From an optimization exercise on the open Yosys and OpenROAD flow, aimed at small area, a short achievable clock period and few clock cycles; shortcuts taken in it are not production practice. Where RTL was checked, it was by simulation tests only, not by an equivalence proof against the original. The RTL of runs 5 to 7 and 9 was laid out without a check of its function. The clock input has no modelled driver; a real chip could not lean on it and would need a root buffer or a full tree. Power is estimated from default activity; no workload was simulated.

`flow/flow/run.sh`:
```
#!/bin/bash
# Own layout flow: the standard flow (standard synthesis unchanged) with
# these changes:
# - the port buffers are the smallest buffer (buf_1) instead of the delay cell
#   buffer_ports picks by default; repair may still size them up;
# - one tie cell per constant value;
# - after CTS, the clock tree is cut down to a single buffer (flow/post_cts.tcl).
set -euo pipefail
here=$(pwd)
bash standard.sh \
  "BUFFER_PORTS_ARGS=-buffer_cell sky130_fd_sc_hd__buf_1" \
  "SKIP_REPAIR_TIE_FANOUT=1" \
  "POST_CTS_TCL=$here/flow/post_cts.tcl" \
  finish > flow_make.log 2>&1
```
`flow/flow/post_cts.tcl`:
```
# Run after clock_tree_synthesis (ORFS POST_CTS_TCL hook). The design has only
# a few flip-flops, so the two-level tree CTS builds is replaced by its root
# buffer alone, sized up, driving every clock sink; the clock port still
# drives just that one buffer. The dummy load CTS added goes too.
set block [ord::get_db_block]
set port_net [$block findNet axi_clk]
set root ""
foreach it [$port_net getITerms] {
  if {$root ne ""} { error "clock port drives more than one cell" }
  set root [$it getInst]
}
set root_out ""
foreach it [$root getITerms] {
  if {[$it isOutputSignal]} { set root_out [$it getNet] }
}
set drop_insts {}
set drop_nets {}
foreach it [$root_out getITerms] {
  set inst [$it getInst]
  if {$inst eq $root} { continue }
  set master [[$inst getMaster] getName]
  if {![string match sky130_fd_sc_hd__clkbuf_* $master]} { continue }
  foreach jt [$inst getITerms] {
    if {[$jt isOutputSignal]} {
      set net [$jt getNet]
      foreach kt [$net getITerms] {
        if {[$kt getInst] eq $inst} { continue }
        set load [$kt getInst]
        if {[string match clkload* [$load getName]]} {
          lappend drop_insts $load
          continue
        }
        $kt disconnect
        $kt connect $root_out
      }
      lappend drop_nets $net
    }
  }
  lappend drop_insts $inst
}
foreach inst $drop_insts {
  puts "post_cts: removing [$inst getName]"
  odb::dbInst_destroy $inst
}
foreach net $drop_nets {
  if {[llength [$net getITerms]] == 0} { odb::dbNet_destroy $net }
}
# The root net carries CTS's non-default (wide spacing) rule; as the only
# clock net it now reaches every sink, so give it the default rule, as CTS
# gives its leaf nets.
if {[$root_out getNonDefaultRule] ne "NULL"} {
  $root_out setNonDefaultRule NULL
  puts "post_cts: cleared the non-default rule of [$root_out getName]"
}
set db [ord::get_db]
$root swapMaster [$db findMaster sky130_fd_sc_hd__clkbuf_16]
puts "post_cts: [$root getName] now drives [llength [$root_out getITerms]] pins"
detailed_placement
estimate_parasitics -placement
report_clock_min_period
```
`flow/standard.sh`:
```
#!/bin/bash
# synth_recipe.tcl (not shown) runs the flow's synth.tcl, then flattens the netlist and writes it again
# the make line also repeats each setting of config.mk as NAME=value (left out here)
make -C /OpenROAD-flow-scripts/flow DESIGN_CONFIG=/design/flow/config.mk WORK_HOME=/design/flow/orfs CLKGATE_MAP_FILE= SYNTH_SCRIPT=/design/flow/synth_recipe.tcl "${@:-finish}"
```
`flow/config.mk`:
```
export PLATFORM = sky130hd
export DESIGN_NAME = rx_packet_handler
export DESIGN_NICKNAME = rx_packet_handler
export VERILOG_FILES = /design/flow/design.v
export SDC_FILE = /design/flow/constraint.sdc
export NUM_CORES = 4
export LEC_CHECK = 0
export CAP_MARGIN = 20
export CORE_AREA = 4 4 104 104
export CTS_BUF_LIST = sky130_fd_sc_hd__clkbuf_8 sky130_fd_sc_hd__clkbuf_16
export CTS_CLUSTER_DIAMETER = 500
export CTS_CLUSTER_SIZE = 100
export DIE_AREA = 0 0 108 108
export SETUP_SLACK_MARGIN = 1.3
export SLEW_MARGIN = 20
export TNS_END_PERCENT = 5
```
`flow/design.v`:
```
`timescale 1ns / 1ps
`default_nettype none
module rx_packet_handler #(
	parameter DATA_WIDTH = 128,
	parameter DEBUG_EN = 0
	)(
	input  wire                    axi_clk,
	input  wire                    axi_aresetn,
	output wire [63:0]             m_axis_eth_tdata,
	output wire [7:0]              m_axis_eth_tuser,
	output wire                    m_axis_eth_tlast,
	output wire [7:0]              m_axis_eth_tkeep,
	output wire                    m_axis_eth_tvalid,
	input  wire                    m_axis_eth_tready,
	output wire [31:0]             addr_o,
	input  wire [DATA_WIDTH-1:0]   data_i,
	output wire                    en_o,
	output wire                    rst_o,
	output wire [DATA_WIDTH/8-1:0] wea_o,
	output wire                    wren_o,
	input  wire [31:0]             pkt_addr_i,
	input  wire [15:0]             pkt_len_i,
	input  wire                    pkt_addr_v_i,
	output wire                    pkt_ack_o
	);
reg        valid;       
reg  [3:0] sel_lo;      
reg  [3:0] sel_hi;      
reg        beat_end;    
reg        tlast;       
reg        tpart;       
reg        line_last;   
reg  [2:0] last_nkeep;  
reg  [6:0] line;        
reg        first;       
reg        ack_late;    
reg        ack_next;    
reg        last_cmp;    
reg        rd_idle;     
reg        rd_end;      
reg        ack_now;     
reg        ack_end;     
wire [11:0] len       = pkt_len_i[11:0];           
wire        len_z     = len[3:0] == 4'd0;           
wire        last_two  = len_z | (len[3:0] > 4'd8);  
wire        one_line  = len <= 12'd16;
wire        two_lines = ~one_line & (len <= 12'd32);
wire [2:0]  last_keep = ~last_nkeep;
wire ready   = m_axis_eth_tready;
wire free    = rd_idle | (ready & rd_end);
wire rd      = pkt_addr_v_i & free;
wire ack     = ack_now | (ready & ack_end);
wire rd_last = ack_next | (first & one_line);
wire next_last = ({1'b0, line} + 8'd1 == len[11:4]) |
                 (len_z & ({1'b0, line} + 8'd2 == len[11:4]));
wire valid_n    = rd | (valid & ~(ready & beat_end));
wire beat_end_n = rd ? rd_last & ~last_two : (ready | beat_end);
wire rd_end_n   = rd ? ack_next & ~last_two : (ready | beat_end);
wire ack_late_n = rd & first & one_line;
wire ack_next_n = rd ? (first ? two_lines : ~ack_next & last_cmp) : ack_next;
wire rd_idle_n  = ~valid_n & ~ack_late_n;
always @(posedge axi_clk) begin
	if (~axi_aresetn) begin
		valid    <= 1'b0;
		line     <= 7'd0;
		first    <= 1'b1;
		ack_late <= 1'b0;
		ack_next <= 1'b0;
		rd_idle  <= 1'b1;
		ack_now  <= 1'b0;
		ack_end  <= 1'b0;
	end else begin
		valid    <= valid_n;
		ack_late <= ack_late_n;
		ack_next <= ack_next_n;
		rd_idle  <= rd_idle_n;
		ack_now  <= ack_late_n | (ack_next_n & rd_idle_n);
		ack_end  <= ack_next_n & rd_end_n;
		if (ack) begin
			line  <= 7'd0;
			first <= 1'b1;
		end else if (rd) begin
			line  <= line + 7'd1;
			first <= 1'b0;
		end
	end
end
always @(posedge axi_clk) begin
	last_cmp <= next_last;
	beat_end <= beat_end_n;
	rd_end   <= rd_end_n;
	if (rd) begin
		sel_lo     <= 4'b1111;
		sel_hi     <= 4'b0000;
		tlast      <= rd_last & ~last_two;
		tpart      <= rd_last & ~last_two & (len[2:0] != 3'd0);
		line_last  <= rd_last;
		last_nkeep <= ~len[2:0];
	end else if (ready) begin
		sel_lo[0]  <= 1'b0;
		sel_hi[0]  <= 1'b1;
		tlast      <= line_last;
		tpart      <= line_last & (last_nkeep != 3'd7);
	end
	if (~rd & ready & valid) begin
		sel_lo[1]  <= 1'b0;
		sel_hi[1]  <= 1'b1;
	end
	if (~rd & ready & ~beat_end) begin
		sel_lo[2]  <= 1'b0;
		sel_hi[2]  <= 1'b1;
	end
	if (~rd & ready & valid & ~beat_end) begin
		sel_lo[3]  <= 1'b0;
		sel_hi[3]  <= 1'b1;
	end
end
genvar i;
generate
	for (i = 0; i < 64; i = i + 1) begin : g_tdata
		assign m_axis_eth_tdata[i] = (sel_lo[i/16] & data_i[i]) | (sel_hi[i/16] & data_i[64+i]);
	end
	for (i = 0; i < 8; i = i + 1) begin : g_tkeep
		assign m_axis_eth_tkeep[i] = ~tpart | (last_keep > i);
	end
endgenerate
assign m_axis_eth_tuser  = 8'h00;
assign m_axis_eth_tlast  = tlast;
assign m_axis_eth_tvalid = valid;
assign addr_o    = {15'd0, pkt_addr_i[16:11], line, 4'h0};
assign en_o      = free;
assign rst_o     = 1'b0;
assign wea_o     = {(DATA_WIDTH/8){1'b0}};
assign wren_o    = 1'b0;
assign pkt_ack_o = ack;
endmodule
`default_nettype wire
```
`flow/constraint.sdc`:
```
create_clock -name core_clock -period 3.0 [get_ports {axi_clk}]
set_input_delay 0.6000 -clock core_clock [delete_from_list [all_inputs] [get_ports {axi_clk}]]
set_output_delay 0.6000 -clock core_clock [all_outputs]
set_load 0.01 [all_outputs]
```
==> results.toml, run 1 <==
[status]
outcome = "no timing/DRC/antenna violations"

[critical_path]
required_ps = 2400
end_kind = "primary output"
path_class = "in -> out"
critPathMaxFanout = 10
critPathArrivalTime_ps = 1130
critPathLaunchType = "input port"

[die]
die_area_um2 = 11700
die_w_um = 108
initial_utilization_pct = 26.9
coreArea_um2 = 9770
ios = 314
fp.dieH_um = 108
rows = 36

[logic_synthesis]
syn-instance-count = 315
synth_area_um2 = 2630
yosys_most_used_dff = "dfxtp_1"
yosysMostFrequentCell = "a22o_1"
synth_fp_nets = 497
ys_async_sr_fraction_pct = 0
synth_top_area_cell = "a22o_1"
ys_seq_elements = 30
yosys-top-cells-area = "a22o_1 21%, dfxtp_1 18%, buf_4 16%"
synth_seq_area_share_pct = 25.2
avgSynthCellArea_um2 = 8.33
synth.distinct_cells = 47
synthTopCellsByCount = "64 x a22o_1, 55 x buf_4, 24 x dfxtp_1, 19 x nand2_1, 18 x clkbuf_1"
synth_top_cell_area_share_pct = 21.4
yosysWarnings = 1
synth_edf_count = 6

[pwr]
ir_worst_vdd_uv = 284
p_per_area_nw_per_um2 = 365
p_leak_nw = 1.13

[global_routing]
use_met2_pct = 24.2
grt_overflow = 0
grt_max_degree = 46
grt_pass1_wl_um = 13400
grt-busiest-layer = "met2"
track_usage_pct = 14.0
grt_pass1_vias = 2674
antenna_found_initial = 0
grt.met1_usage_pct = 18.3
gr-usage-met3_pct = 2.39

[place]
place_area_um2 = 3130
io_buffer_count = 226
hpwl_um = 7710
gp_congestion = 0.913

[detailed_routing]
dr_total_vias = 2847
drc = 0
totalWireLength_um = 9200
routedWlPerCell_um = 15.4
antenna_left = 0
via_per_inst = 4.76
dr.pass1.iters = 4
initialDrtViolationCount = 195

[timing]
rsz0062_at_grt = "true"
final_hold_viol_count = 0
fin_tns_setup_ps = 0
fin_crit_sh_pct = 57.8
fmax_ghz = 0.576
clock_skew_ps = 7.56
setup-violations-final = 0
slew_violations = 0
min_period_ps = 1730

[layout]
drive_above_1_share_pct = 7.53
design_area_um2 = 3250
fin_nets = 649
num-fill-cells = 1088
area_growth_syn_to_layout_pct = 23.6
antenna_cells = 0

[worst_hold_path]
min_path_type = "reg -> reg"

[cts]
clkSinkCount = 30
clock_latency_ps = 180
cts.clk_slew.worst_paths_ps = 120

[flow_run]
cap_violations = 0
-- flip-flops by register name (all words and copies together), names as in the netlist --
register,cells
rd_end,1
tpart,1
ack_now,1
tlast,1
first,1
sel_lo,4
ack_next,1
line,7
sel_hi,4
ack_end,1
beat_end,1
line_last,1
valid,1
rd_idle,1
last_cmp,1
last_nkeep,3
-- per-layer routing --
| metal | vias to the layer above | wire [µm] | part of all wire [%] |
|---|---|---|---|
| met3 | 10 | 720 | 7.8 |
| li1 | 1392 | - | - |
| met5 | - | 0 | 0 |
| met2 | 117 | 4580 | 50 |
| met1 | 1328 | 3720 | 40 |
| met4 | 0 | 187 | 2.0 |
-- placed cells by master, fill, tap and decap left out, drive strengths merged, types with 4 or more instances in the layout --
cell type | synthesis | layout
buf | 58 | 224
a22o | 64 | 64
dfxtp | 24 | 24
nand2 | 20 | 20
xnor2 | 14 | 14
nor2 | 14 | 14
inv | 14 | 14
nand3 | 10 | 10
a21oi | 7 | 7
o21ai | 7 | 7
xor2 | 7 | 7
edfxtp | 6 | 6
nor3 | 4 | 4
nand4 | 4 | 4
a21o | 4 | 4
clkbuf | 20 | 4
-- critical path, cell delays in order --
cell and delay [ps]:
clkbuf_4 160, a21o_2 230, clkbuf_2 140
-- path summary, 6_finish.rpt --
path                           from        to  slack, ps  depth (start not counted)
hold / removal                first     first        530                          1
setup / recovery  m_axis_eth_tready      en_o       1270                          3
hold reg to reg               first     first        530                          1
setup reg to reg            line[4]  last_cmp       1340                          5
-- per-stage QoR --
stage	power, mW	util (%)	std cells	hold WS, ps	worst slack [ps]
floorplan	0.858	-	315	442	1310
global placement	1.01	32.1	596	479	851
detailed placement	1.01	32.1	596	497	857
global route	1.27	33.2	598	552	1230
finish	1.19	33.2	598	530	1270
-- final cells by class --
| class | count | area (µm²) | area share, % |
|---|---|---|---|
| repair buffers | 227 | 866 | 26.7 |
| flip-flops and latches | 30 | 692 | 21.3 |
| inverters | 14 | 55.1 | 1.70 |
| well taps | 133 | 166 | 5.13 |
| clock buffers | 1 | 25.0 | 0.771 |
| multi-input cells | 193 | 1440 | 44.4 |
-- report_power, final --
part | switching, mW | internal [mW] | total (mW)
clock | 0.108 | 0.0625 | 0.171
combinational | 0.275 | 0.216 | 0.492
sequential | 0.0780 | 0.445 | 0.523
total | 0.462 | 0.724 | 1.19
-- cells by family after synthesis --
logic type | count (synthesis) | share of synthesized area, %
AO/OA/AOI/OAI | 100 | 30.6
XOR/XNOR | 21 | 7.72
adder cells (fa/ha/maj) | 2 | 0.953
buffers and inverters | 92 | 21.5
flip-flops | 30 | 25.2
other | 1 | 0.143
AND/OR/NAND/NOR | 69 | 13.9
Testbench counts, summed over its fixed seeds: cycles 108,353.
==> inputs of run 2 (changes only) <==
--- a/flow/config.mk
+++ b/flow/config.mk
@@ -12,5 +12,5 @@
 export CTS_CLUSTER_SIZE = 100
 export DIE_AREA = 0 0 108 108
+export PLACE_DENSITY = 0.8
 export SETUP_SLACK_MARGIN = 1.3
 export SLEW_MARGIN = 20
-export TNS_END_PERCENT = 5
==> run 2 against run 1 <==
Net effect:
- synthesized cell count unchanged
- utilization grew 0.86 points
- critical path type unchanged
- combinational power increased by 3%
- still clean
- total power increased by 0.93%
- hold slack worse by 29 ps
- die area stayed put
- wire length grew 7.9%
==> results.toml, run 2 <==
[status]
outcome = "no timing/DRC/antenna violations"

[detailed_routing]
via_per_inst = 4.75
routedWlPerCell_um = 16.5
drc = 0
dr_total_vias = 2857
totalWireLength_um = 9930
initialDrtViolationCount = 289
antenna_left = 0
dr.pass1.iters = 4

[global_routing]
grt_pass1_wl_um = 13600
grt_max_degree = 46
grt_overflow = 0
grt_pass1_vias = 2560
gr-usage-met3_pct = 4.00
use_met2_pct = 25.4
grt-busiest-layer = "met2"
track_usage_pct = 14.7
antenna_found_initial = 0
grt.met1_usage_pct = 19.4

[critical_path]
required_ps = 2400
critical_path.slowest_cell = "a21o_4"
crit_chain = "buf_6 > a21o_4 > buf_4"
critPathMaxFanout = 10
slowest_delay_ps = 210
path_class = "in -> out"
end_kind = "primary output"
critPathArrivalTime_ps = 1080
critPathLaunchType = "input port"

[layout]
multiInputGateArea_um2 = 1470
num-fill-cells = 1039
top_register = "line"
largest_register_ff_count = 7
seqCellArea_um2 = 706
area_growth_syn_to_layout_pct = 26.8
drive_above_1_share_pct = 11.5
antenna_cells = 0
final_cell_mix = "207 x buf_1, 64 x a22o_1, 19 x nand2_1"
final_common_cell = "buf_1"
final_cells = 601
largestRegisters = "line (7), sel_hi (4), sel_lo (4)"
design_area_um2 = 3330
fin_nets = 652

[place]
place_area_um2 = 3130
dp_cells = 596
io_buffer_count = 226
hpwl_um = 8060
gp_congestion = 0.799

[logic_synthesis]
yosysMostFrequentCell = "a22o_1"
synth.distinct_cells = 47
synthTopCellsByCount = "64 x a22o_1, 55 x buf_4, 24 x dfxtp_1, 19 x nand2_1, 18 x clkbuf_1"
synth_top_area_cell = "a22o_1"
synth_fp_nets = 497
syn-instance-count = 315
yosysWarnings = 1
yosys_most_used_dff = "dfxtp_1"
synth_edf_count = 6
synth_top_cell_area_share_pct = 21.4
ys_seq_elements = 30
avgSynthCellArea_um2 = 8.33
synth_area_um2 = 2630
yosys-top-cells-area = "a22o_1 21%, dfxtp_1 18%, buf_4 16%"
synth_seq_area_share_pct = 25.2
ys_async_sr_fraction_pct = 0

[die]
die_area_um2 = 11700
initial_utilization_pct = 26.9
fp.dieH_um = 108
ios = 314
coreArea_um2 = 9770
rows = 36
die_w_um = 108

[timing]
whs_ps = 501
rsz0062_at_grt = "true"
setup-violations-final = 0
clock_skew_ps = 1.87
fin_crit_sh_pct = 56.0
slew_violations = 0
fmax_ghz = 0.596
min_period_ps = 1680
fin_tns_setup_ps = 0
final_hold_viol_count = 0

[pwr]
pwr-share-seq_pct = 43.7
pwr-share-comb_pct = 42.5
p_per_area_nw_per_um2 = 359
swShare_pct = 38.6
p_leak_nw = 1.19
clkPwrFrac_pct = 13.7
ir_worst_vdd_uv = 301
internal_power_mw = 0.735
p_switching_mw = 0.461

[cts]
clock_latency_ps = 170
clkSinkCount = 30
cts.clk_slew.worst_paths_ps = 110

[worst_hold_path]
min_path_type = "reg -> reg"

[flow_run]
cap_violations = 0
## run 2: logic make-up after synthesis
group,count (synthesis),share of synthesized area [%]
adder cells (fa/ha/maj),2,0.953
flip-flops,30,25.2
AO/OA/AOI/OAI,100,30.6
AND/OR/NAND/NOR,69,13.9
buffers and inverters,92,21.5
other,1,0.143
XOR/XNOR,21,7.72
## run 2: layout make-up
class	count	area share, %
Tap cell	133	5.00
Timing Repair Buffer	230	27.4
Sequential cell	30	21.2
Inverter	14	1.65
Multi-Input combinational cell	193	44.0
Clock buffer	1	0.752
## run 2: critical path: cells and delay by family
kind | cells | cell delay (ps)
compound gates | 1 | 210
buf+inv | 2 | 260
## run 2: power by group through the flow
stage                     sequential [mW]  clock [mW]  combinational (mW)
final                               0.523       0.164               0.509
after global routing                0.532       0.176               0.554
after detailed placement            0.528           0               0.483
after global placement              0.526           0               0.482
after floorplan                     0.466           0               0.392
## run 2: final timing paths
kind	startpoint	end	slack, ps	cells after the start
setup / recovery	m_axis_eth_tready	en_o	1320	3
hold / removal	first	first	500	1
setup reg to reg	line[0]	last_cmp	1450	6
hold reg to reg	first	first	500	1
## run 2: stage by stage
stage	worst slack (ps)	total power [mW]	utilization (%)
after global routing	1270	1.26	34.1
after global placement	901	1.01	32.1
after floorplan	1310	0.858	-
after detailed placement	862	1.01	32.1
final	1320	1.20	34.1
## run 2: routing by layer
metal	wire length, µm	part of all wire (%)
met2	4820	49
met3	1140	11
met1	3960	40
met5	0	0
met4	15	0.15
==> inputs of run 3 (changes only) <==
--- a/flow/config.mk
+++ b/flow/config.mk
@@ -12,5 +12,5 @@
 export CTS_CLUSTER_SIZE = 100
 export DIE_AREA = 0 0 108 108
-export PLACE_DENSITY = 0.8
+export GPL_TIMING_DRIVEN = 1
 export SETUP_SLACK_MARGIN = 1.3
 export SLEW_MARGIN = 20
==> run 3 against run 2 <==
Net effect:
- largest cell class unchanged
- worst setup slack lost 0.82 ps
- clock power is essentially flat
- critical endpoint is now m_axis_eth_tkeep[4]
- cell count shrank 0.17%
- critical path type is now reg -> out
- clock skew is essentially flat
- via count grew 0.32%
- die area is the same
- sequential share of layout area shrank 0.18 points
- cell area shrank 0.38%
==> results.toml, run 3 <==
[detailed_routing]
via_per_inst = 4.78
dr_total_vias = 2866
dr.pass1.iters = 4
antenna_left = 0
drc = 0
totalWireLength_um = 9260
initialDrtViolationCount = 216
routedWlPerCell_um = 15.4

[timing]
fin_crit_sh_pct = 56.0
slew_violations = 0
fmax_ghz = 0.595
whs_ps = 530
fin_ws_ps = 1320
fin_tns_setup_ps = 0
min_period_ps = 1680
clock_skew_ps = 1.81
setup-violations-final = 0
rsz0062_at_grt = "true"
final_hold_viol_count = 0

[cts]
clock_latency_ps = 170
cts.clk_slew.worst_paths_ps = 110
clkSinkCount = 30

[logic_synthesis]
avgSynthCellArea_um2 = 8.33
yosys-top-cells-area = "a22o_1 21%, dfxtp_1 18%, buf_4 16%"
synth_seq_area_share_pct = 25.2
syn-instance-count = 315
synth_top_cell_area_share_pct = 21.4
synth_fp_nets = 497
synth_edf_count = 6
synth_top_area_cell = "a22o_1"
ys_async_sr_fraction_pct = 0
synthTopCellsByCount = "64 x a22o_1, 55 x buf_4, 24 x dfxtp_1, 19 x nand2_1, 18 x clkbuf_1"
synth_area_um2 = 2630
ys_seq_elements = 30
synth.distinct_cells = 47
yosysMostFrequentCell = "a22o_1"
yosys_most_used_dff = "dfxtp_1"
yosysWarnings = 1

[place]
io_buffer_count = 226
hpwl_um = 7710
gp_congestion = 0.913
dp_slack_ps = 857
place_area_um2 = 3130

[layout]
largest_register_ff_count = 7
final_util_pct = 33.9
final_cell_mix = "210 x buf_1, 64 x a22o_1, 19 x nand2_1"
final_common_cell = "buf_1"
top_register = "line"
antenna_cells = 0
fin_nets = 651
num-fill-cells = 1091
design_area_um2 = 3320
drive_above_1_share_pct = 10.9
largestRegisters = "line (7), sel_hi (4), sel_lo (4)"
area_growth_syn_to_layout_pct = 26.4

[global_routing]
grt_overflow = 0
track_usage_pct = 14.2
grt_max_degree = 46
antenna_found_initial = 0
grt_pass1_wl_um = 13600
grt_pass1_vias = 2705

[critical_path]
rrSetupSlack_ps = 1380
required_ps = 2400
timing.rr.end = "last_cmp"
critPathLaunchType = "flop"
reg2reg_depth = 5
end_kind = "primary output"
timing.rr.start = "line[3]"
critPathMaxFanout = 5
path_class = "reg -> out"
critPathArrivalTime_ps = 1080

[worst_hold_path]
holdPathStages = 1
min-delay-start = "first"
min_path_type = "reg -> reg"
holdPathEnd = "first"

[die]
die_area_um2 = 11700
die_w_um = 108
rows = 36
fp.dieH_um = 108
ios = 314
initial_utilization_pct = 26.9
coreArea_um2 = 9770

[pwr]
p_per_area_nw_per_um2 = 360
ir_worst_vdd_uv = 277
p_leak_nw = 1.17

[flow_run]
cap_violations = 0

[status]
outcome = "no timing/DRC/antenna violations"
run 3: cell counts after synthesis:
No cell type changed its count.
run 3: critical path, cell delays in order, from the launching register on:
cell	delay [ps]
edfxtp_1	480
and2_4	180
o21ai_1	100
buf_2	140
run 3: logic make-up (layout without fill, tap and decap cells):
group | Yosys count | count (layout) | share of synthesized area, %
other | 1 | 1 | 0.143
AOI/OAI and AO/OA | 100 | 100 | 30.6
xor gates and xnor gates | 21 | 21 | 7.72
buffers and inverters | 92 | 244 | 21.5
and+or+nand+nor | 69 | 69 | 13.9
DFF | 30 | 30 | 25.2
adders and majority gates | 2 | 2 | 0.953
run 3: final cells by class:
cell class	count	area, µm²	area share (%)
Multi-Input combinational cell	193	1470	44.4
Timing Repair Buffer	229	900	27.1
Sequential cell	30	697	21.0
Tap cell	133	166	5.02
Inverter	14	55.1	1.66
Clock buffer	1	25.0	0.754
run 3: report_power, final:
group / total [mW] / switching [mW] / internal, mW / leakage (nW)
logic: 0.504 / 0.278 / 0.226 / 0.892
registers: 0.524 / 0.0794 / 0.445 / 0.263
clock network: 0.166 / 0.103 / 0.0623 / 0.0123
total: 1.19 / 0.461 / 0.733 / 1.17
run 3: metal layers:
layer | GRT usage, % | vias up | wire length, µm
met2 | 24.6 | 118 | 4580
met5 | 0 | - | 0
met1 | 18.5 | 1344 | 3760
li1 | - | 1394 | -
met4 | 3.16 | 0 | 185
met3 | 2.39 | 10 | 735
run 3: through the flow:
step | power, mW | cells
floorplan | 0.858 | 315
global placement | 1.01 | 596
detailed placement | 1.01 | 596
global route | 1.28 | 600
finish | 1.19 | 600
run 3: worst max path at each step:
| stage | start | endpoint | slack [ps] | depth (start not counted) |
|---|---|---|---|---|
| global placement | m_axis_eth_tready | ack_end | 850 | 6 |
| global route | last_nkeep[1] | m_axis_eth_tkeep[4] | 1270 | 3 |
| detailed placement | m_axis_eth_tready | ack_end | 860 | 6 |
| floorplan | m_axis_eth_tready | tpart | 1310 | 6 |
| finish | last_nkeep[1] | m_axis_eth_tkeep[4] | 1320 | 3 |
==> inputs of run 4 (changes only) <==
--- a/flow/config.mk
+++ b/flow/config.mk
@@ -6,5 +6,5 @@
 export NUM_CORES = 4
 export LEC_CHECK = 0
-export CAP_MARGIN = 20
+export CAP_MARGIN = 0
 export CORE_AREA = 4 4 104 104
 export CTS_BUF_LIST = sky130_fd_sc_hd__clkbuf_8 sky130_fd_sc_hd__clkbuf_16
@@ -12,5 +12,4 @@
 export CTS_CLUSTER_SIZE = 100
 export DIE_AREA = 0 0 108 108
-export GPL_TIMING_DRIVEN = 1
 export SETUP_SLACK_MARGIN = 1.3
-export SLEW_MARGIN = 20
+export SLEW_MARGIN = 0
==> run 4 against run 3 <==
Net effect:
- clock-buffer cell count unchanged
- register-to-register slack about the same
- largest power group unchanged
- still clean on timing, DRC and antenna
- cell count unchanged
- area after synthesis unchanged
- non-clock buffer count unchanged
- die area unchanged
- worst setup slack unchanged
- highest routed layer unchanged
- clock power about the same
- cell area unchanged
- first-iteration DRC count unchanged
==> results.toml, run 4 <==
[timing]
fin_crit_sh_pct = 56.0
final_hold_viol_count = 0
rsz0062_at_grt = "true"
whs_ps = 530
fmax_ghz = 0.595
setup-violations-final = 0
clock_skew_ps = 1.81
slew_violations = 0
min_period_ps = 1680
fin_tns_setup_ps = 0

[layout]
drive_above_1_share_pct = 10.9
area_growth_syn_to_layout_pct = 26.4
fin_nets = 651
antenna_cells = 0
top_register = "line"
final_common_cell = "buf_1"
final_util_pct = 33.9
largest_register_ff_count = 7
final_cell_mix = "210 x buf_1, 64 x a22o_1, 19 x nand2_1"
final_cells = 600
largestRegisters = "line (7), sel_hi (4), sel_lo (4)"

[logic_synthesis]
yosysMostFrequentCell = "a22o_1"
synth_area_um2 = 2630
synth_fp_nets = 497
synth_top_area_cell = "a22o_1"
ys_async_sr_fraction_pct = 0
synthTopCellsByCount = "64 x a22o_1, 55 x buf_4, 24 x dfxtp_1, 19 x nand2_1, 18 x clkbuf_1"
synth_edf_count = 6
yosys_most_used_dff = "dfxtp_1"
synth_seq_area_share_pct = 25.2
ys_seq_elements = 30
syn-instance-count = 315
synth.distinct_cells = 47
yosysWarnings = 1
avgSynthCellArea_um2 = 8.33
yosys-top-cells-area = "a22o_1 21%, dfxtp_1 18%, buf_4 16%"
synth_top_cell_area_share_pct = 21.4

[detailed_routing]
drc = 0
dr_total_vias = 2866
initialDrtViolationCount = 216
antenna_left = 0
routedWlPerCell_um = 15.4
totalWireLength_um = 9260
via_per_inst = 4.78
dr.pass1.iters = 4

[place]
io_buffer_count = 226
gp_congestion = 0.913
hpwl_um = 7710
dp_cells = 596

[critical_path]
critPathArrivalTime_ps = 1080
critical_path.slowest_cell = "edfxtp_1"
timing.rr.end = "last_cmp"
required_ps = 2400
timing.rr.start = "line[3]"
end_kind = "primary output"
rrSetupSlack_ps = 1380
slowest_delay_ps = 480
critPathLaunchType = "flop"
startpoint = "last_nkeep[1]"
crit_chain = "and2_4 > o21ai_1 > buf_2"
reg2reg_depth = 5
critPathMaxFanout = 5
path_class = "reg -> out"
crit_path_end = "m_axis_eth_tkeep[4]"

[pwr]
p_leak_nw = 1.17
p_per_area_nw_per_um2 = 360
p_total_mw = 1.19
ir_worst_vdd_uv = 277

[cts]
cts.clk_slew.worst_paths_ps = 110
clkSinkCount = 30
clock_latency_ps = 170

[die]
rows = 36
die_area_um2 = 11700
die_w_um = 108
fp.dieH_um = 108
ios = 314
coreArea_um2 = 9770
initial_utilization_pct = 26.9

[global_routing]
grt_pass1_vias = 2705
grt_max_degree = 46
antenna_found_initial = 0
track_usage_pct = 14.2
grt_overflow = 0
grt_pass1_wl_um = 13600

[flow_run]
cap_violations = 0

[worst_hold_path]
min_path_type = "reg -> reg"
min-delay-start = "first"

[status]
outcome = "no timing/DRC/antenna violations"
-- run 4: area by class of cell --
class,instances,area [µm²]
inverter,14,55.1
fill,1091,6460
clock buffer,1,25.0
sequential,30,697
timing repair buffer,229,900
tap,133,166
multi-input combinational,193,1470
-- run 4: cells by family after synthesis --
kind of cell,synth area share (%)
fa+ha+maj,0.953
xor+xnor,7.72
other cells,0.143
buf+inv,21.5
flops,25.2
compound gates,30.6
simple gates,13.9
-- run 4: worst min-delay path by stage --
stage	cells after the start	to	slack, ps
2_1_floorplan	1	first	440
3_3_place_gp	1	first	480
3_5_place_dp	1	first	500
5_1_grt	1	first	550
6_report	1	first	530
-- run 4: power by group --
group | switching [mW] | total [mW] | internal [mW]
logic | 0.278 | 0.504 | 0.226
registers | 0.0794 | 0.524 | 0.445
clock network | 0.103 | 0.166 | 0.0623
-- run 4: metal layers --
metal	vias up	share of wire [%]	GRT usage, %
met5	-	0	0
met4	0	2.0	3.16
met3	10	7.9	2.39
met2	118	49	24.6
met1	1344	41	18.5
li1	1394	-	-
-- run 4: stage by stage --
stage / worst slack [ps] / cell area [µm²]
floorplan: 1310 / 2640
global placement: 851 / 3130
detailed placement: 857 / 3130
global route: 1270 / 3320
finish: 1320 / 3320
-- run 4: critical path, delay by kind of cell, from the launching register on --
| kind | cells | cell delay [ps] |
|---|---|---|
| AOI/OAI and AO/OA | 1 | 100 |
| buffers and inverters | 1 | 140 |
| DFF | 1 | 480 |
| and+or+nand+nor | 1 | 180 |
==> inputs of run 5 (changes only) <==
--- a/flow/design.v
+++ b/flow/design.v
@@ -59,5 +59,5 @@
 wire ack_late_n = rd & first & one_line;
 wire ack_next_n = rd ? (first ? two_lines : ~ack_next & last_cmp) : ack_next;
-wire rd_idle_n  = ~valid_n & ~ack_late_n;
+wire rd_idle_n  = ~rd & (~valid | (ready & beat_end));
 always @(posedge axi_clk) begin
 	if (~axi_aresetn) begin
@@ -75,6 +75,6 @@
 		ack_next <= ack_next_n;
 		rd_idle  <= rd_idle_n;
-		ack_now  <= ack_late_n | (ack_next_n & rd_idle_n);
-		ack_end  <= ack_next_n & rd_end_n;
+		ack_now  <= rd ? first & one_line : ack_next & rd_idle_n;
+		ack_end  <= ~rd & ack_next & (ready | beat_end);
 		if (ack) begin
 			line  <= 7'd0;
--- a/flow/config.mk
+++ b/flow/config.mk
@@ -6,5 +6,5 @@
 export NUM_CORES = 4
 export LEC_CHECK = 0
-export CAP_MARGIN = 0
+export CAP_MARGIN = 20
 export CORE_AREA = 4 4 104 104
 export CTS_BUF_LIST = sky130_fd_sc_hd__clkbuf_8 sky130_fd_sc_hd__clkbuf_16
@@ -12,4 +12,4 @@
 export CTS_CLUSTER_SIZE = 100
 export DIE_AREA = 0 0 108 108
-export SETUP_SLACK_MARGIN = 1.3
-export SLEW_MARGIN = 0
+export SETUP_SLACK_MARGIN = 1.2
+export SLEW_MARGIN = 20
==> run 5 against run 4 <==
Net effect:
- via count rose by 1.6%
- sequential power rose by 1%
- total power rose by 1.4%
- highest routed layer unchanged
- still clean
- sequential share of layout area decreased by 0.076 points
==> results.toml, run 5 <==
[layout]
largest_register_ff_count = 7
design_area_um2 = 3290
top_register = "line"
final_cell_mix = "219 x buf_1, 64 x a22o_1, 20 x nand2_1"
final_cells = 608
antenna_cells = 0
largestRegisters = "line (7), sel_hi (4), sel_lo (4)"
fin_nets = 659
area_growth_syn_to_layout_pct = 25.0
final_util_pct = 33.7
drive_above_1_share_pct = 6.95
final_common_cell = "buf_1"

[timing]
setup-violations-final = 0
clock_skew_ps = 4.80
fin_tns_setup_ps = 0
slew_violations = 0
final_hold_viol_count = 0
min_period_ps = 2010
rsz0062_at_grt = "true"
whs_ps = 539
fin_crit_sh_pct = 66.8
fmax_ghz = 0.499
fin_ws_ps = 995

[critical_path]
critPathLaunchType = "input port"
reg2reg_depth = 6
critical_path.slowest_cell = "or4_4"
critPathMaxFanout = 3
timing.rr.start = "line[1]"
critPathArrivalTime_ps = 2060
cp_top_family = "simple AND/OR/NAND/NOR gates"
cp.depth = 6
worst-path-buf-inv = 1
crit_chain = "buf_6 > or4_4 > a2111oi_4 > or2_1 > and4_4 > a32o_2"
rrSetupSlack_ps = 1160
crit_path_end = "tpart"
startpoint = "pkt_len_i[1]"
timing.rr.end = "last_cmp"
path_class = "in -> reg"
end_kind = "flop"
slowest_delay_ps = 560
required_ps = 3050

[global_routing]
grt_pass1_vias = 2626
grt_overflow = 0
grt_pass1_wl_um = 14000
track_usage_pct = 15.5
antenna_found_initial = 0
grt_max_degree = 46

[logic_synthesis]
yosysMostFrequentCell = "a22o_1"
synth.distinct_cells = 48
synth_top_cell_area_share_pct = 21.3
ys_seq_elements = 30
yosysWarnings = 1
ys_async_sr_fraction_pct = 0
avgSynthCellArea_um2 = 8.18
synth_area_um2 = 2630
synth_top_area_cell = "a22o_1"
synthTopCellsByCount = "64 x a22o_1, 51 x buf_4, 26 x clkbuf_1, 24 x dfxtp_1, 20 x nand2_1"
synth_edf_count = 6
yosys_most_used_dff = "dfxtp_1"
synth_seq_area_share_pct = 25.1
syn-instance-count = 322
synth_fp_nets = 504
yosys-top-cells-area = "a22o_1 21%, dfxtp_1 18%, buf_4 15%"

[detailed_routing]
antenna_left = 0
dr.pass1.iters = 4
drc = 0
dr_total_vias = 2911
via_per_inst = 4.79
initialDrtViolationCount = 227
routedWlPerCell_um = 17.1
totalWireLength_um = 10400

[pwr]
p_leak_nw = 1.17
internal_power_mw = 0.737
pwr-share-comb_pct = 42.5
clkPwrFrac_pct = 13.6
ir_worst_vdd_uv = 266
p_total_mw = 1.21
p_per_area_nw_per_um2 = 368
swShare_pct = 39.2
pwr-share-seq_pct = 43.9
p_switching_mw = 0.474

[worst_hold_path]
min-delay-start = "first"
min_path_type = "reg -> reg"

[die]
die_area_um2 = 11700
ios = 314
fp.dieH_um = 108
initial_utilization_pct = 26.9
coreArea_um2 = 9770
die_w_um = 108
rows = 36

[flow_run]
cap_violations = 0

[cts]
clock_latency_ps = 170
clkSinkCount = 30
cts.clk_slew.worst_paths_ps = 110

[place]
dp_slack_ps = 651
place_area_um2 = 3180
hpwl_um = 8720
dp_cells = 605
io_buffer_count = 226
gp_congestion = 0.889

[status]
outcome = "no timing/DRC/antenna violations"
run 5: changes by cell type after synthesis, sizes merged, moves of 3 or more:
cell,change
inv,-3
mux2i,+3
a41oi,-3
clkbuf,+6
o21ai,+3
nor2,+4
a21oi,+6
buf,-7
run 5: cell type report:
cell class / instances / area [µm²]
Sequential cell: 30 / 689
Fill cell: 1060 / 6480
Clock buffer: 1 / 25.0
Multi-Input combinational cell: 204 / 1490
Inverter: 11 / 41.3
Tap cell: 133 / 166
Timing Repair Buffer: 229 / 886
run 5: worst min-delay path by stage:
stage                           to  slack, ps  depth (start not counted)
after floorplan              first        440                          1
after global placement    ack_next        500                          2
after detailed placement     first        500                          1
after global routing       ack_now        580                          2
final                        first        540                          1
run 5: cells by family (layout without fill, tap and decap cells):
logic type      after synthesis  in the layout  share of synthesized area (%)
flops                        30             30                           25.1
simple gates                 70             70                           13.5
fa+ha+maj                     2              2                          0.950
other cells                   1              1                          0.142
compound gates              108            108                           32.7
mux                           3              3                           1.14
xor+xnor                     20             20                           6.65
buf+inv                      88            241                           19.8
run 5: power groups by stage:
stage | Combinational (mW) | Clock [mW] | Sequential (mW)
after floorplan | 0.397 | 0 | 0.472
after global placement | 0.507 | 0 | 0.533
after detailed placement | 0.509 | 0 | 0.537
after global routing | 0.565 | 0.184 | 0.545
final | 0.515 | 0.165 | 0.531
run 5: metal layers:
metal | GRT usage [%] | share of wire, %
met5 | 0 | 0
met3 | 6.57 | 12
met1 | 19.4 | 40
met2 | 25.4 | 48
met4 | 2.25 | 0.86
==> inputs of run 6 (changes only) <==
--- a/flow/config.mk
+++ b/flow/config.mk
@@ -12,4 +12,4 @@
 export CTS_CLUSTER_SIZE = 100
 export DIE_AREA = 0 0 108 108
-export SETUP_SLACK_MARGIN = 1.2
+export SETUP_SLACK_MARGIN = 1.3
 export SLEW_MARGIN = 20
==> run 6 against run 5 <==
Net effect:
- still clean
- non-clock buffer count increased by 11
- clock skew is essentially flat
- utilization up 2.3 points
- clock power is 2% lower
- hold slack worse by 5.2 ps
- worst setup slack got worse by 42 ps
- sequential power is 3% lower
- cell count increased by 1.8%
- clock-buffer cell count stayed put
- first-iteration DRC count is 11% higher
- area after synthesis is the same
- synthesized cell count stayed put
- critical path type unchanged
==> results.toml, run 6 <==
[status]
outcome = "no timing/DRC/antenna violations"

[timing]
setup-violations-final = 0
fmax_ghz = 0.489
final_hold_viol_count = 0
slew_violations = 0
min_period_ps = 2050
fin_tns_setup_ps = 0
rsz0062_at_grt = "true"
fin_crit_sh_pct = 68.2
clock_skew_ps = 4.49

[logic_synthesis]
synth.distinct_cells = 48
syn-instance-count = 322
yosys-top-cells-area = "a22o_1 21%, dfxtp_1 18%, buf_4 15%"
yosysMostFrequentCell = "a22o_1"
synth_top_area_cell = "a22o_1"
ys_async_sr_fraction_pct = 0
yosys_most_used_dff = "dfxtp_1"
synth_edf_count = 6
synth_area_um2 = 2630
ys_seq_elements = 30
avgSynthCellArea_um2 = 8.18
synthTopCellsByCount = "64 x a22o_1, 51 x buf_4, 26 x clkbuf_1, 24 x dfxtp_1, 20 x nand2_1"
synth_seq_area_share_pct = 25.1
synth_top_cell_area_share_pct = 21.3
yosysWarnings = 1
synth_fp_nets = 504

[critical_path]
slowest_delay_ps = 560
critPathLaunchType = "input port"
timing.rr.start = "line[2]"
timing.rr.end = "last_cmp"
required_ps = 3050
end_kind = "flop"
critPathArrivalTime_ps = 2090
crit_chain = "buf_6 > or4_4 > a2111oi_4 > or2_1 > and4_4 > a32o_2"
path_class = "in -> reg"
rrSetupSlack_ps = 1210
cp_top_family = "simple AND/OR/NAND/NOR gates"
reg2reg_depth = 6
critical_path.slowest_cell = "or4_4"
worst-path-buf-inv = 1
critPathMaxFanout = 3
cp.depth = 6

[pwr]
swShare_pct = 37.8
clkPwrFrac_pct = 12.8
pwr-share-comb_pct = 46.6
p_switching_mw = 0.478
p_leak_nw = 1.28
p_per_area_nw_per_um2 = 359
pwr-share-seq_pct = 40.6
internal_power_mw = 0.786
ir_worst_vdd_uv = 275

[die]
ios = 314
rows = 36
fp.dieH_um = 108
die_w_um = 108
die_area_um2 = 11700
initial_utilization_pct = 26.9
coreArea_um2 = 9770

[layout]
antenna_cells = 0
area_growth_syn_to_layout_pct = 33.7
design_area_um2 = 3520
largestRegisters = "line (7), sel_hi (4), sel_lo (4)"
final_cell_mix = "210 x buf_1, 64 x a22o_1, 20 x nand2_1"
final_common_cell = "buf_1"
drive_above_1_share_pct = 12.3
top_register = "line"
fin_nets = 670
largest_register_ff_count = 7

[detailed_routing]
via_per_inst = 4.87
dr_total_vias = 3015
dr.pass1.iters = 4
antenna_left = 0
drc = 0
routedWlPerCell_um = 16.4
totalWireLength_um = 10200
initialDrtViolationCount = 252

[flow_run]
cap_violations = 0

[global_routing]
grt_pass1_vias = 2720
grt_pass1_wl_um = 13900
use_met2_pct = 25.6
grt_overflow = 0
grt.met1_usage_pct = 18.9
gr-usage-met3_pct = 5.01
grt_max_degree = 46
track_usage_pct = 14.9
grt-busiest-layer = "met2"
antenna_found_initial = 0

[place]
hpwl_um = 8150
io_buffer_count = 226
place_area_um2 = 3190
gp_congestion = 0.907

[cts]
cts.clk_slew.worst_paths_ps = 110
clock_latency_ps = 170
clkSinkCount = 30

[worst_hold_path]
min-delay-start = "last_cmp"
holdPathStages = 2
min_path_type = "reg -> reg"
holdPathEnd = "ack_next"
[run 6: cell count changes in the layout (fill, tap and decap cells not counted), sizes merged]
| cell | before | now |
|---|---|---|
| buf | 229 | 240 |
[run 6: kinds of logic (layout without fill, tap and decap cells)]
group	count (synthesis)	after routing	synth area share (%)
adders and majority gates	2	2	0.950
and+or+nand+nor	70	70	13.5
xor gates and xnor gates	20	20	6.65
buffers and inverters	88	252	19.8
AOI/OAI and AO/OA	108	108	32.7
muxes	3	3	1.14
other	1	1	0.142
DFF	30	30	25.1
[run 6: routing by layer]
metal / vias to the layer above / wire length [µm] / share of wire [%]
li1: 1448 / - / -
met1: 1433 / 3990 / 39
met2: 130 / 5110 / 50
met3: 4 / 1040 / 10
met4: 0 / 33 / 0.32
met5: - / 0 / 0
[run 6: worst max path at each step]
stage	to	slack (ps)	from
global placement	tpart	670	pkt_len_i[10]
global route	tpart	920	pkt_len_i[0]
floorplan	tpart	960	pkt_len_i[2]
detailed placement	tpart	650	pkt_len_i[10]
finish	tpart	950	pkt_len_i[0]
[run 6: power by group through the flow]
stage,clock [mW],sequential [mW],combinational (mW)
after floorplan,0,0.471,0.397
after global placement,0,0.530,0.496
after detailed placement,0,0.535,0.498
after global routing,0.180,0.522,0.642
final,0.161,0.513,0.589
[run 6: area by class of cell]
class / instances / area [µm²]
fillers: 1056 / 6250
multi-input cells: 204 / 1520
well taps: 133 / 166
flip-flops and latches: 30 / 699
clock buffers: 1 / 25.0
inverters: 11 / 41.3
repair buffers: 240 / 1070
[run 6: metrics by stage]
step                util, %  hold WS, ps  std cells  power [mW]  worst slack (ps)
finish                 36.0          534        619        1.26               953
global route           36.0          552        619        1.34               924
detailed placement     32.6          505        606        1.03               655
global placement       32.6          498        606        1.03               670
floorplan                 -          442        322       0.869               958
[run 6: worst reg2reg max path: cells and delay by family (launching register included)]
kind	cells	cell delay [ps]
and+or+nand+nor	2	530
AOI/OAI and AO/OA	3	520
DFF	1	430
adders and majority gates	1	230
==> inputs of run 7 (changes only) <==
--- a/flow/design.v
+++ b/flow/design.v
@@ -33,5 +33,4 @@
 reg  [2:0] last_nkeep;  
 reg  [6:0] line;        
-reg        first;       
 reg        ack_late;    
 reg        ack_next;    
@@ -48,4 +47,5 @@
 wire [2:0]  last_keep = ~last_nkeep;
 wire ready   = m_axis_eth_tready;
+wire first   = line == 7'd0;
 wire free    = rd_idle | (ready & rd_end);
 wire rd      = pkt_addr_v_i & free;
@@ -59,10 +59,9 @@
 wire ack_late_n = rd & first & one_line;
 wire ack_next_n = rd ? (first ? two_lines : ~ack_next & last_cmp) : ack_next;
-wire rd_idle_n  = ~rd & (~valid | (ready & beat_end));
+wire rd_idle_n  = ~valid_n & ~ack_late_n;
 always @(posedge axi_clk) begin
 	if (~axi_aresetn) begin
 		valid    <= 1'b0;
 		line     <= 7'd0;
-		first    <= 1'b1;
 		ack_late <= 1'b0;
 		ack_next <= 1'b0;
@@ -75,13 +74,10 @@
 		ack_next <= ack_next_n;
 		rd_idle  <= rd_idle_n;
-		ack_now  <= rd ? first & one_line : ack_next & rd_idle_n;
-		ack_end  <= ~rd & ack_next & (ready | beat_end);
-		if (ack) begin
-			line  <= 7'd0;
-			first <= 1'b1;
-		end else if (rd) begin
-			line  <= line + 7'd1;
-			first <= 1'b0;
-		end
+		ack_now  <= ack_late_n | (ack_next_n & rd_idle_n);
+		ack_end  <= ack_next_n & rd_end_n;
+		if (ack)
+			line <= 7'd0;
+		else if (rd)
+			line <= line + 7'd1;
 	end
 end
==> run 7 against run 6 <==
Net effect:
- still clean
- area after synthesis grew 0.62%
- sequential share of layout area shrank 0.83 points
- global-route usage is essentially flat
- sequential power is essentially flat
- wire length shrank 0.97%
- register-to-register slack gained 20 ps
- cell count grew 0.81%
- flip-flop and latch count shrank 1
==> results.toml, run 7 <==
[status]
outcome = "no timing/DRC/antenna violations"

[critical_path]
critPathLaunchType = "input port"
critical_path.slowest_cell = "or3b_4"
crit_chain = "buf_6 > nor4_4 > buf_4 > or3b_4 > a211o_1 > a31oi_2 > and2_4"
slowest_delay_ps = 360
required_ps = 3120
path_class = "in -> reg"
end_kind = "flop"
critPathArrivalTime_ps = 1890
worst-path-buf-inv = 2
critPathMaxFanout = 3
cp_top_family = "simple AND/OR/NAND/NOR gates"

[layout]
final_common_cell = "buf_1"
final_cell_mix = "206 x buf_1, 64 x a22o_1, 20 x buf_4"
final_util_pct = 36.9
drive_above_1_share_pct = 17.5
num-fill-cells = 1027
antenna_cells = 0
largestRegisters = "line (7), sel_hi (4), sel_lo (4)"
top_register = "line"
fin_nets = 676
final_cells = 624
largest_register_ff_count = 7
design_area_um2 = 3610
area_growth_syn_to_layout_pct = 36.2

[detailed_routing]
dr.pass1.iters = 4
drc = 0
initialDrtViolationCount = 223
via_per_inst = 4.77
totalWireLength_um = 10100
dr_total_vias = 2976
routedWlPerCell_um = 16.2
antenna_left = 0

[logic_synthesis]
yosys-top-cells-area = "a22o_1 21%, dfxtp_1 17%, buf_4 15%"
yosys_most_used_dff = "dfxtp_1"
synth_top_area_cell = "a22o_1"
synth_xor_xnor_area_share_pct = 7.27
synth_area_um2 = 2650
synth.distinct_cells = 49
synthTopCellsByCount = "64 x a22o_1, 53 x buf_4, 23 x dfxtp_1, 20 x clkbuf_1, 18 x nand2_1"
synth_simple_gate_area_share_pct = 13.9
synth_fp_nets = 505
synth_top_cell_area_share_pct = 21.2
ys_seq_elements = 29
yosysMostFrequentCell = "a22o_1"
avgSynthCellArea_um2 = 8.23
synth_seq_area_share_pct = 24.2
yosysWarnings = 1
synth_compound_area_share_pct = 31.6
syn-instance-count = 322
synth_mux_area_share_pct = 0
ys_async_sr_fraction_pct = 0
synth_top_family_by_area = "compound AO/OA/AOI/OAI gates"
synthAdderAreaFrac_pct = 1.42
synth_edf_count = 6

[pwr]
pwr-share-seq_pct = 40.8
p_per_area_nw_per_um2 = 347
pwr-share-comb_pct = 46.6
internal_power_mw = 0.768
clkPwrFrac_pct = 12.6
p_switching_mw = 0.485
swShare_pct = 38.7
p_leak_nw = 1.32
ir_worst_vdd_uv = 256

[cts]
clkSinkCount = 29
cts.clk_slew.worst_paths_ps = 110
clock_latency_ps = 170

[die]
initial_utilization_pct = 27.1
die_w_um = 108
rows = 36
die_area_um2 = 11700
fp.dieH_um = 108
ios = 314
coreArea_um2 = 9770

[global_routing]
grt_max_degree = 46
antenna_found_initial = 0
track_usage_pct = 14.9
grt_pass1_wl_um = 14000
grt_overflow = 0
grt_pass1_vias = 2736

[timing]
clock_skew_ps = 2.44
rsz0062_at_grt = "true"
fin_tns_setup_ps = 0
final_hold_viol_count = 0
setup-violations-final = 0
fmax_ghz = 0.565
fin_crit_sh_pct = 59.0
slew_violations = 0
min_period_ps = 1770
fin_ws_ps = 1230

[place]
place_area_um2 = 3180
dp_slack_ps = 933
gp_congestion = 0.859
dp_cells = 602
hpwl_um = 8080
io_buffer_count = 226

[flow_run]
cap_violations = 0

[worst_hold_path]
min_path_type = "reg -> reg"
==> run 7: changes by cell type after synthesis, moves of 3 or more <==
cell / delta
inv_1: +3
buf_2: +4
clkbuf_1: -6
nor3b_1: +3
a21oi_1: -3
nor4_1: +3
nor2_1: -4
mux2i_1: -3
==> run 7: kinds of logic after synthesis <==
| logic type | after synthesis |
|---|---|
| and+or+nand+nor | 70 |
| buffers and inverters | 93 |
| adders and majority gates | 3 |
| AOI/OAI and AO/OA | 104 |
| xor gates and xnor gates | 22 |
| other | 1 |
| DFF | 29 |
==> run 7: power groups by stage <==
stage | Clock [mW] | Sequential, mW | Combinational [mW]
global placement | 0 | 0.515 | 0.507
detailed placement | 0 | 0.520 | 0.510
finish | 0.158 | 0.511 | 0.585
global route | 0.174 | 0.523 | 0.634
floorplan | 0 | 0.456 | 0.416
==> run 7: routing by layer <==
layer  vias to the layer above  wire length (µm)  track usage, %  part of all wire [%]
met5                         -                 0               0                     0
met4                         0                19           0.812                  0.19
met3                         4              1100            4.12                    11
met2                       122              5030            26.8                    50
met1                      1392              3930            18.7                    39
li1                       1458                 -               -                     -
==> run 7: final cells by class <==
cell class | instances | area (µm²) | area share [%]
clock buffer | 1 | 25.0 | 0.693
inverter | 13 | 53.8 | 1.49
multi-input combinational | 200 | 1590 | 44.0
sequential | 29 | 687 | 19.0
tap | 133 | 166 | 4.61
timing repair buffer | 248 | 1090 | 30.2
==> run 7: final timing paths <==
check | startpoint | endpoint | slack (ps) | depth (start not counted)
min | line[1] | line[1] | 530 | 2
max reg2reg | line[1] | last_cmp | 1230 | 6
max | pkt_len_i[1] | ack_end | 1230 | 7
min reg2reg | line[1] | line[1] | 530 | 2
==> run 7: per-stage QoR <==
| step | total power, mW | hold slack (ps) |
|---|---|---|
| 6_report | 1.25 | 527 |
| 3_5_place_dp | 1.03 | 474 |
| 2_1_floorplan | 0.872 | 459 |
| 5_1_grt | 1.33 | 565 |
| 3_3_place_gp | 1.02 | 475 |
==> run 7: tightest hold or removal path, cell delays in order, from the launching register on <==
cell	delay (ps)
dfxtp_4	390
nand2_1	60
a21oi_1	50
==> inputs of run 8 (changes only) <==
--- a/flow/design.v
+++ b/flow/design.v
@@ -33,4 +33,5 @@
 reg  [2:0] last_nkeep;  
 reg  [6:0] line;        
+reg        first;       
 reg        ack_late;    
 reg        ack_next;    
@@ -47,5 +48,4 @@
 wire [2:0]  last_keep = ~last_nkeep;
 wire ready   = m_axis_eth_tready;
-wire first   = line == 7'd0;
 wire free    = rd_idle | (ready & rd_end);
 wire rd      = pkt_addr_v_i & free;
@@ -64,4 +64,5 @@
 		valid    <= 1'b0;
 		line     <= 7'd0;
+		first    <= 1'b1;
 		ack_late <= 1'b0;
 		ack_next <= 1'b0;
@@ -76,8 +77,11 @@
 		ack_now  <= ack_late_n | (ack_next_n & rd_idle_n);
 		ack_end  <= ack_next_n & rd_end_n;
-		if (ack)
-			line <= 7'd0;
-		else if (rd)
-			line <= line + 7'd1;
+		if (ack) begin
+			line  <= 7'd0;
+			first <= 1'b1;
+		end else if (rd) begin
+			line  <= line + 7'd1;
+			first <= 1'b0;
+		end
 	end
 end
--- a/flow/flow/run.sh
+++ b/flow/flow/run.sh
@@ -5,5 +5,6 @@
 #   buffer_ports picks by default; repair may still size them up;
 # - one tie cell per constant value;
-# - after CTS, the clock tree is cut down to a single buffer (flow/post_cts.tcl).
+# - after CTS, the clock tree is cut down to a single buffer and cells with
+#   slack to spare are sized down (flow/post_cts.tcl).
 set -euo pipefail
 here=$(pwd)
--- a/flow/flow/post_cts.tcl
+++ b/flow/flow/post_cts.tcl
@@ -56,4 +56,7 @@
 $root swapMaster [$db findMaster sky130_fd_sc_hd__clkbuf_16]
 puts "post_cts: [$root getName] now drives [llength [$root_out getITerms]] pins"
+estimate_parasitics -placement
+# Size down cells that have slack to spare beyond the flow's margin.
+repair_timing -setup -setup_margin $::env(SETUP_SLACK_MARGIN) -recover_power 100
 detailed_placement
 estimate_parasitics -placement
==> run 8 against run 7 <==
Net effect:
- via count is 3.4% lower
- register-to-register slack better by 190 ps
- worst setup slack better by 90 ps
- clock skew is 2.3 ps higher
- first-iteration DRC count is 5.8% higher
- critical path type is now reg -> out
==> results.toml, run 8 <==
[die]
fp.dieH_um = 108
die_area_um2 = 11700
ios = 314
initial_utilization_pct = 26.9
die_w_um = 108
coreArea_um2 = 9770
rows = 36

[place]
dp_slack_ps = 857
gp_congestion = 0.913
hpwl_um = 7710
io_buffer_count = 226

[global_routing]
grt_pass1_vias = 2702
antenna_found_initial = 0
use_met2_pct = 24.6
grt_max_degree = 46
gr-usage-met3_pct = 2.45
grt.met1_usage_pct = 18.4
track_usage_pct = 14.2
grt_pass1_wl_um = 13600
grt_overflow = 0
grt-busiest-layer = "met2"

[critical_path]
path_class = "reg -> out"
critPathLaunchType = "flop"
timing.rr.end = "last_cmp"
reg2reg_depth = 6
timing.rr.start = "line[0]"
rrSetupSlack_ps = 1420
critPathMaxFanout = 5
required_ps = 2400
end_kind = "primary output"
critPathArrivalTime_ps = 1080

[pwr]
pwr-share-seq_pct = 44.0
swShare_pct = 38.8
pwr-share-comb_pct = 41.9
clkPwrFrac_pct = 14.1
internal_power_mw = 0.730
p_switching_mw = 0.463
ir_worst_vdd_uv = 279
p_leak_nw = 1.14
p_per_area_nw_per_um2 = 361

[detailed_routing]
dr.pass1.iters = 4
dr_total_vias = 2875
initialDrtViolationCount = 236
totalWireLength_um = 9260
antenna_left = 0
routedWlPerCell_um = 15.4
drc = 0
via_per_inst = 4.79

[flow_run]
cap_violations = 0

[layout]
fin_nets = 651
num-fill-cells = 1097
seqCellArea_um2 = 697
largestRegisters = "line (7), sel_hi (4), sel_lo (4)"
multiInputGateArea_um2 = 1470
final_cell_mix = "209 x buf_1, 64 x a22o_1, 19 x nand2_1"
drive_above_1_share_pct = 8.78
final_common_cell = "buf_1"
largest_register_ff_count = 7
top_register = "line"
antenna_cells = 0
area_growth_syn_to_layout_pct = 25.8

[worst_hold_path]
holdPathStages = 1
min-delay-start = "first"
min_path_type = "reg -> reg"
holdPathEnd = "first"

[logic_synthesis]
synth_top_area_cell = "a22o_1"
synthAdderAreaFrac_pct = 0.953
synth_mux_area_share_pct = 0
synth_top_family_by_area = "compound AO/OA/AOI/OAI gates"
ys_async_sr_fraction_pct = 0
syn-instance-count = 315
synth_xor_xnor_area_share_pct = 7.72
ys_seq_elements = 30
synth_edf_count = 6
synth_fp_nets = 497
yosysWarnings = 1
yosysMostFrequentCell = "a22o_1"
synth.distinct_cells = 47
synth_area_um2 = 2630
synth_compound_area_share_pct = 30.6
synth_top_cell_area_share_pct = 21.4
synthTopCellsByCount = "64 x a22o_1, 55 x buf_4, 24 x dfxtp_1, 19 x nand2_1, 18 x clkbuf_1"
avgSynthCellArea_um2 = 8.33
yosys-top-cells-area = "a22o_1 21%, dfxtp_1 18%, buf_4 16%"
synth_seq_area_share_pct = 25.2
synth_simple_gate_area_share_pct = 13.9
yosys_most_used_dff = "dfxtp_1"

[timing]
fin_crit_sh_pct = 56.1
rsz0062_at_grt = "true"
clock_skew_ps = 4.77
fin_ws_ps = 1320
setup-violations-final = 0
fin_tns_setup_ps = 0
slew_violations = 0
fmax_ghz = 0.595
min_period_ps = 1680
final_hold_viol_count = 0

[cts]
clkSinkCount = 30
cts.clk_slew.worst_paths_ps = 110
clock_latency_ps = 170

[status]
outcome = "no timing/DRC/antenna violations"
## run 8: cell types whose count changed after synthesis, sizes merged, moves of 3 or more
cell   previous run  this run
nand3             7        10
a21oi            10         7
o21ai            11         7
nand4             1         4
a41oi             0         3
## run 8: critical path, stage by stage, from the launching register on
cell,delay [ps]
edfxtp_1,480
and2_4,180
o21ai_1,100
buf_2,140
## run 8: cell families after synthesis
| family | after synthesis |
|---|---|
| buffers and inverters | 92 |
| other | 1 |
| xor gates and xnor gates | 21 |
| and+or+nand+nor | 69 |
| adders and majority gates | 2 |
| DFF | 30 |
| AOI/OAI and AO/OA | 100 |
## run 8: cell type report
| cell class | instances | share of cell area [%] |
|---|---|---|
| inverter | 14 | 1.74 |
| timing repair buffer | 229 | 26.9 |
| clock buffer | 1 | 0.758 |
| sequential | 30 | 21.1 |
| multi-input combinational | 193 | 44.5 |
| tap | 133 | 5.04 |
## run 8: per-layer routing
layer	share of wire (%)	vias to the layer above
met4	2.0	0
met2	49	129
met3	8.3	10
met1	40	1343
li1	-	1393
met5	0	-
## run 8: worst max-delay path by stage
stage	end	slack, ps	startpoint
after floorplan	tpart	1310	m_axis_eth_tready
final	m_axis_eth_tkeep[4]	1320	last_nkeep[1]
after detailed placement	ack_end	860	m_axis_eth_tready
after global placement	ack_end	850	m_axis_eth_tready
after global routing	m_axis_eth_tkeep[4]	1270	last_nkeep[1]
## run 8: power by group through the flow
stage	clock (mW)	combinational (mW)	sequential, mW
final	0.168	0.500	0.525
after global placement	0	0.483	0.524
after global routing	0.190	0.549	0.537
after detailed placement	0	0.485	0.529
after floorplan	0	0.392	0.466
## run 8: through the flow
step	cell area [µm²]	std cells	utilization (%)	hold slack (ps)	power (mW)
6_report	3300	600	33.8	530	1.19
3_3_place_gp	3130	596	32.1	479	1.01
5_1_grt	3300	600	33.8	552	1.28
2_1_floorplan	2640	315	-	442	0.858
3_5_place_dp	3130	596	32.1	497	1.01
Testbench counts of run 8, summed over its fixed seeds: cycles 108,353.
==> inputs of run 9 (changes only) <==
--- a/flow/design.v
+++ b/flow/design.v
@@ -25,6 +25,6 @@
 	);
 reg        valid;       
-reg  [3:0] sel_lo;      
-reg  [3:0] sel_hi;      
+reg  [1:0] sel_lo;      
+reg  [1:0] sel_hi;      
 reg        beat_end;    
 reg        tlast;       
@@ -91,6 +91,6 @@
 	rd_end   <= rd_end_n;
 	if (rd) begin
-		sel_lo     <= 4'b1111;
-		sel_hi     <= 4'b0000;
+		sel_lo     <= 2'b11;
+		sel_hi     <= 2'b00;
 		tlast      <= rd_last & ~last_two;
 		tpart      <= rd_last & ~last_two & (len[2:0] != 3'd0);
@@ -107,17 +107,9 @@
 		sel_hi[1]  <= 1'b1;
 	end
-	if (~rd & ready & ~beat_end) begin
-		sel_lo[2]  <= 1'b0;
-		sel_hi[2]  <= 1'b1;
-	end
-	if (~rd & ready & valid & ~beat_end) begin
-		sel_lo[3]  <= 1'b0;
-		sel_hi[3]  <= 1'b1;
-	end
 end
 genvar i;
 generate
 	for (i = 0; i < 64; i = i + 1) begin : g_tdata
-		assign m_axis_eth_tdata[i] = (sel_lo[i/16] & data_i[i]) | (sel_hi[i/16] & data_i[64+i]);
+		assign m_axis_eth_tdata[i] = (sel_lo[i/32] & data_i[i]) | (sel_hi[i/32] & data_i[64+i]);
 	end
 	for (i = 0; i < 8; i = i + 1) begin : g_tkeep
--- a/flow/flow/run.sh
+++ b/flow/flow/run.sh
@@ -5,6 +5,5 @@
 #   buffer_ports picks by default; repair may still size them up;
 # - one tie cell per constant value;
-# - after CTS, the clock tree is cut down to a single buffer and cells with
-#   slack to spare are sized down (flow/post_cts.tcl).
+# - after CTS, the clock tree is cut down to a single buffer (flow/post_cts.tcl).
 set -euo pipefail
 here=$(pwd)
--- a/flow/flow/post_cts.tcl
+++ b/flow/flow/post_cts.tcl
@@ -56,7 +56,4 @@
 $root swapMaster [$db findMaster sky130_fd_sc_hd__clkbuf_16]
 puts "post_cts: [$root getName] now drives [llength [$root_out getITerms]] pins"
-estimate_parasitics -placement
-# Size down cells that have slack to spare beyond the flow's margin.
-repair_timing -setup -setup_margin $::env(SETUP_SLACK_MARGIN) -recover_power 100
 detailed_placement
 estimate_parasitics -placement
==> run 9 against run 8 <==
Net effect:
- still clean on timing, DRC and antenna
- fmax is 10% lower
- sequential share of layout area decreased by 4.3 points
- cell count grew 3.7%
- first-iteration DRC count shrank 1.3%
- combinational power is 23% higher
- clock power down 12%
- clock skew down 2.1 ps
- critical endpoint is now ack_end
- largest power group is now combinational cells
- highest routed layer unchanged
==> results.toml, run 9 <==
[status]
outcome = "no timing/DRC/antenna violations"

[timing]
clock_skew_ps = 2.68
fin_crit_sh_pct = 62.6
setup-violations-final = 0
rsz0062_at_grt = "true"
fin_ws_ps = 1120
slew_violations = 0
fmax_ghz = 0.533
fin_tns_setup_ps = 0
min_period_ps = 1880
final_hold_viol_count = 0

[die]
ios = 314
initial_utilization_pct = 25.6
rows = 36
die_area_um2 = 11700
coreArea_um2 = 9770
fp.dieH_um = 108
die_w_um = 108

[logic_synthesis]
avgSynthCellArea_um2 = 8.00
yosysMostFrequentCell = "a22o_1"
synth_fp_nets = 495
synth_top_cell_area_share_pct = 22.7
synth.distinct_cells = 44
synth_edf_count = 6
synth_top_area_cell = "a22o_1"
yosys_most_used_dff = "dfxtp_1"
synth_seq_area_share_pct = 23.2
syn-instance-count = 313
yosysWarnings = 1
ys_async_sr_fraction_pct = 0
yosys-top-cells-area = "a22o_1 23%, dfxtp_1 16%, buf_4 15%"
ys_seq_elements = 26
synthTopCellsByCount = "65 x a22o_1, 51 x buf_4, 23 x clkbuf_1, 20 x dfxtp_1, 20 x nor2_1"
synth_area_um2 = 2500

[detailed_routing]
routedWlPerCell_um = 15.3
dr_total_vias = 3038
via_per_inst = 4.88
initialDrtViolationCount = 233
drc = 0
totalWireLength_um = 9550
antenna_left = 0
dr.pass1.iters = 4

[cts]
cts.clk_slew.worst_paths_ps = 100
clock_latency_ps = 160
clkSinkCount = 26

[critical_path]
critPathMaxFanout = 3
path_class = "in -> reg"
end_kind = "flop"
required_ps = 3070
reg2reg_depth = 7
startpoint = "pkt_len_i[1]"
timing.rr.end = "last_cmp"
timing.rr.start = "line[2]"
rrSetupSlack_ps = 1270
critPathArrivalTime_ps = 1940
critPathLaunchType = "input port"

[worst_hold_path]
holdPathEnd = "first"
min_path_type = "reg -> reg"
min-delay-start = "first"
holdPathStages = 1

[place]
place_area_um2 = 3090
dp_cells = 601
io_buffer_count = 226
hpwl_um = 7160
dp_slack_ps = 916
gp_congestion = 0.863

[global_routing]
grt_overflow = 0
grt_pass1_wl_um = 13000
grt_max_degree = 46
track_usage_pct = 13.5
antenna_found_initial = 0
grt_pass1_vias = 2577

[pwr]
p_per_area_nw_per_um2 = 329
ir_worst_vdd_uv = 244
p_leak_nw = 1.29

[layout]
num-fill-cells = 1030
design_area_um2 = 3580
antenna_cells = 0
final_cells = 622
largest_register_ff_count = 7
fin_nets = 673
multiInputGateArea_um2 = 1530
drive_above_1_share_pct = 14.9
area_growth_syn_to_layout_pct = 42.8
seqCellArea_um2 = 599
final_cell_mix = "215 x buf_1, 65 x a22o_1, 20 x nor2_1"
final_common_cell = "buf_1"
top_register = "line"
largestRegisters = "line (7), last_nkeep (3)"

[flow_run]
cap_violations = 0
## run 9: changes by cell type in the layout (fill, tap and decap cells not counted), sizes merged, moves of 3 or more
cell    previous run  this run
buf              216       249
clkbuf            14         4
nor2              14        20
dfxtp             24        20
nand3             10         6
a41oi              3         0
inv               14        11
or3                0         3
## run 9: routing by layer
layer	up-vias	GRT usage, %	part of all wire [%]
met2	122	22.8	49
met3	4	1.31	5.9
met4	0	0.721	0.23
li1	1439	-	-
met1	1473	19.6	45
met5	-	0	0
## run 9: cells by family after synthesis
kind of cell	Yosys count	share of synthesized area, %
AND/OR/NAND/NOR	71	14.1
AO/OA/AOI/OAI	101	32.2
other	1	0.150
buffers and inverters	89	21.1
adder cells (fa/ha/maj)	2	0.999
multiplexers	3	1.25
flip-flops	26	23.2
XOR/XNOR	20	6.99
## run 9: report_power, final
| part | switching (mW) | internal (mW) | total (mW) |
|---|---|---|---|
| logic | 0.325 | 0.288 | 0.613 |
| registers | 0.0338 | 0.383 | 0.417 |
| clock network | 0.0859 | 0.0615 | 0.147 |
## run 9: area by class of cell
class / count / share of cell area, %
multi-input combinational: 198 / 42.6
clock buffer: 1 / 0.700
sequential: 26 / 16.8
timing repair buffer: 252 / 33.9
tap: 133 / 4.65
inverter: 12 / 1.36
## run 9: worst max-delay path by stage
stage	endpoint	slack [ps]	cells past startpoint
final	ack_end	1120	6
after global routing	ack_end	1100	6
after detailed placement	ack_end	920	7
after global placement	ack_end	920	7
after floorplan	ack_end	1130	5
## run 9: critical path, cell delays in order
cell and delay [ps]:
buf_6 100, or4_4 570, mux2i_1 170, o32ai_1 90, mux2_4 270, and3_4 140
## run 9: metrics by stage
step	util [%]	hold slack (ps)	total power, mW
5_1_grt	36.6	564	1.25
3_5_place_dp	31.6	468	0.924
6_report	36.6	534	1.18
2_1_floorplan	-	449	0.780
3_3_place_gp	31.6	460	0.915

Re-timed with assumed drivers on the ports (clkbuf_16 on the clock, buf_2 on other inputs), run 9 has 1.117 ns of setup slack against 1.122 ns with ideal ports, and 0.929 ns once port delays also move by the mid clock arrival of 0.189 ns.
